This design comes from an exercise in tuning for a short achievable clock period and few clock cycles on the open sky130 flow, not from production work.
The RTL was checked by simulation tests, not by an equivalence proof against the original design.
No activity file was given, so power comes from the tool's default toggle rates.

### flow/config.mk
export PLATFORM = sky130hd
export DESIGN_NAME = cpu
export DESIGN_NICKNAME = cpu
export VERILOG_FILES = /design/flow/design.v
export SDC_FILE = /design/flow/constraint.sdc
export NUM_CORES = 4
export LEC_CHECK = 0
export CAP_MARGIN = 20
export CORE_MARGIN = 2
export CORE_UTILIZATION = 30
export SLEW_MARGIN = 20
### flow/constraint.sdc
create_clock -name core_clock -period 10.0 [get_ports {clk}]
set_input_delay 2.0000 -clock core_clock [delete_from_list [all_inputs] [get_ports {clk}]]
set_output_delay 2.0000 -clock core_clock [all_outputs]
set_load 0.01 [all_outputs]
### flow/design.v
`timescale 1ns / 1ps
module reg_file (
    input  clk, reset,
    input  wen1,
    input  [2:0] AdrWrite1,
    input  [31:0] DATA1,
    input  wen2,
    input  [2:0] AdrWrite2,
    input  [31:0] DATA2,
    input  [2:0] AdrA,
    input  [2:0] AdrB,
    input  [2:0] AdrDbg,
    output [31:0] OperandA,
    output [31:0] OperandB,
    output [31:0] OperandDbg
    );
    reg [31:0] GPR [2:7];
    function [31:0] rd;
        input [2:0] a;
        begin
            if (a == 3'd0)
                rd = 32'd0;
            else if (a == 3'd1)
                rd = 32'd1;
            else
                rd = GPR[a];
        end
    endfunction
    integer i;
    always @(posedge clk)
        for (i = 2; i < 8; i = i + 1)
            if (reset)
                GPR[i] <= 32'd0;
            else if (wen1 && AdrWrite1 == i)
                GPR[i] <= DATA1;
            else if (wen2 && AdrWrite2 == i)
                GPR[i] <= DATA2;
    assign OperandA = rd(AdrA);
    assign OperandB = rd(AdrB);
    assign OperandDbg = rd(AdrDbg);
endmodule
`timescale 1ns / 1ps
module cpu(
    input clk, reset,
    output [5:0] imem_addr,
    input [38:0] imem_data,
    output reg halted,
    input [6:0] dbg_addr,
    output [31:0] dbg_data
    );
localparam NOP = 0, INCR = 1, LTR = 2, NTR = 3, LTM = 4, SUB = 5, JLZ = 6, PTR = 7, SWP = 8, JMP = 9, HLT = 15;
reg [5:0] pc;
assign imem_addr = pc;
reg [38:0] ir;
reg lz;
wire [3:0] op = ir[38:35];
wire [2:0] a1 = ir[34:32];
wire [2:0] a2 = ir[31:29];
wire [31:0] lit = ir[31:0];
wire is_incr = (op == INCR);
wire is_ltr  = (op == LTR);
wire is_ntr  = (op == NTR);
wire is_ltm  = (op == LTM);
wire is_sub  = (op == SUB);
wire is_ptr  = (op == PTR);
wire is_swp  = (op == SWP);
reg        wen1, wen2;
reg  [2:0] wa1, wa2;
reg [31:0] wd1, wd2;
wire [31:0] ra, rb, rdbg;
reg_file GPR (
    .clk(clk), .reset(reset),
    .wen1(wen1), .AdrWrite1(wa1), .DATA1(wd1),
    .wen2(wen2), .AdrWrite2(wa2), .DATA2(wd2),
    .AdrA(a1), .AdrB(a2), .AdrDbg(dbg_addr[2:0]),
    .OperandA(ra), .OperandB(rb), .OperandDbg(rdbg)
);
wire [32:0] diff = {1'b0, ra} - {1'b0, rb};
wire [31:0] inc = ra + 32'd1;
reg [31:0] mem [0:63];
wire [5:0] x = ra[5:0];
wire [4:0] xo = x[5:1];
wire [4:0] xe = x[5:1] + {4'd0, x[0]};
wire [31:0] me = mem[{xe, 1'b0}];
wire [31:0] mo = mem[{xo, 1'b1}];
wire [31:0] m0 = x[0] ? mo : me;    
wire [31:0] m1 = x[0] ? me : mo;    
wire [5:0] x1 = x + 6'd1;
integer i;
always @(posedge clk)
    if (!reset)
        for (i = 0; i < 64; i = i + 1)
            if (is_ltm && x == i)
                mem[i] <= lit;
            else if (is_swp && x == i)
                mem[i] <= m1;
            else if (is_swp && x1 == i)
                mem[i] <= m0;
always @(*) begin
    wen1 = 1'b0; wa1 = a1; wd1 = lit;
    wen2 = 1'b0; wa2 = a2 + 3'd1; wd2 = m1;
    case (op)
        INCR: begin wen1 = 1'b1; wd1 = inc; end
        LTR:  begin wen1 = 1'b1; wd1 = lit; end
        NTR:  begin wen1 = 1'b1; wd1 = 32'd0; end
        SUB:  begin wen1 = 1'b1; wa1 = 3'd4; wd1 = diff[31:0]; end
        PTR:  begin wen1 = 1'b1; wa1 = a2; wd1 = m0; wen2 = 1'b1; end
        default: ;
    endcase
end
wire lz_new = is_sub ? diff[32] : lz;
always @(posedge clk)
    if (reset)
        lz <= 1'b0;
    else
        lz <= lz_new;
wire [3:0] fop = imem_data[38:35];
wire [5:0] fja = imem_data[34:29];
always @(posedge clk)
    if (reset) begin
        pc <= 6'd0;
        ir <= 39'd0;
        halted <= 1'b0;
    end else if (halted) begin
        ir <= 39'd0;
    end else begin
        ir <= (fop == HLT) ? 39'd0 : imem_data;
        case (fop)
            JMP: pc <= fja;
            JLZ: pc <= lz_new ? pc + 6'd1 : fja;
            HLT: halted <= 1'b1;
            default: pc <= pc + 6'd1;
        endcase
    end
assign dbg_data = dbg_addr[6] ? mem[dbg_addr[5:0]] : rdbg;
endmodule
### flow/run.sh
#!/bin/bash
# synth_recipe.tcl (not shown) runs the flow's synth.tcl, then flattens the netlist and writes it again
# the make line also repeats each setting of config.mk as NAME=value (left out here)
make -C /OpenROAD-flow-scripts/flow DESIGN_CONFIG=/design/flow/config.mk WORK_HOME=/design/flow/orfs CLKGATE_MAP_FILE= SYNTH_SCRIPT=/design/flow/synth_recipe.tcl finish
==> run notes <==
IO buf count 86; initial core utilization between 30% and 40%; CTS Hold Bufs 0; first-pass GRT wire length roughly 2,900,000 µm; share of the synthesized area in the top cell type 37.08%; global placement routability congestion 1.254; All-Layer GR Usage 78.88%; pin count of the biggest net entering global routing roughly 130; Syn. warnings 68; post-CTS resize count 0; Root Buffer clkbuf_16; status aborted with a tool error; Syn Std Cell Area approximately 0.17 mm²; num rows 273; Sink Count roughly 2,300; synth top area cells edfxtp_1 37%, o221ai_1 6.4%, nand2_1 5.8%; Mapped Cells around 19,000; number of flops mapped to enable cells by yosys 2,048; Stop Error [ERROR GRT-0116] Global routing finished with congestion. Check the congestion regions in the DRC Viewer.; Fail Step global routing; GRT overflow 360; syn nets 19,110; clock buffer count from CTS 302; async set-reset flop share out of synthesis 0%; vias in the first global route 223,000; register bit total from synthesis 2,287; io pins 87; H-tree levels 5; Netlist cell types 119; Die Ht 747.5 µm; sequential area share after synthesis 39.96%; cell taking the most area after synthesis edfxtp_1; setup bufs post-CTS 0; Top FF cell, synth edfxtp_1; Die X approximately 750 µm; syn avg cell area between 8 and 9 µm²; clk buf depth 4; Detailed Place HPWL ~1,600,000 µm
==> how the worst max path moves through the flow <==
stage                     slack, ns            to
after floorplan                1.89     mem[4][0]
after global placement        -0.44   dbg_data[2]
after detailed placement       0.41  dbg_data[29]
after CTS                      0.42  dbg_data[29]
==> Yosys cell counts (all sizes together), types with 126 or more instances <==
cell and count:
a211oi 1215, a21oi 376, a221oi 1030, a222oi 130
a22o 468, a22oi 987, a31oi 141, a32oi 126
and3 149, buf 618, clkbuf 2070, dfxtp 239
edfxtp 2048, mux2i 149, nand2 2557, nand3 460
nand4 394, nor2 1739, nor3 172, nor4 136
o211ai 141, o21ai 1252, o221ai 1213, o22ai 143
==> power by group through the flow <==
stage               clock network (W)  registers (W)  logic (W)
detailed placement                  0         0.0113    0.00950
global placement                    0         0.0113    0.00936
CTS                            0.0114         0.0111    0.00951
floorplan                           0         0.0112    0.00460
==> layer usage <==
layer | GRT usage, % | overflow
met3 | 66.91 | 12
met2 | 89.96 | 200
met1 | 81.28 | 5
met4 | 77.20 | 141
met5 | 38.97 | 2
==> logic make-up after synthesis <==
group | after synthesis | share of synthesized area [%]
mux | 259 | 1.760
buf+inv | 2752 | 6.707
flops | 2287 | 39.96
xor+xnor | 52 | 0.2904
simple gates | 5865 | 15.51
fa+ha+maj | 41 | 0.3138
compound gates | 7766 | 35.46
==> through the flow <==
| step | area [µm²] | TNS (ns) | worst slack, ns | hold WS [ns] | instances |
|---|---|---|---|---|---|
| 2_1_floorplan | 165900 | 0 | 1.887 | 0.4641 | 19020 |
| 3_3_place_gp | 189800 | -1.056 | -0.4430 | 0.4936 | 25880 |
| 3_5_place_dp | 190200 | 0 | 0.4115 | 0.4966 | 25900 |
| 4_1_cts | 200100 | 0 | 0.4195 | 0.5038 | 26450 |
Testbench counts, summed over its fixed seeds: cycles 70,277.
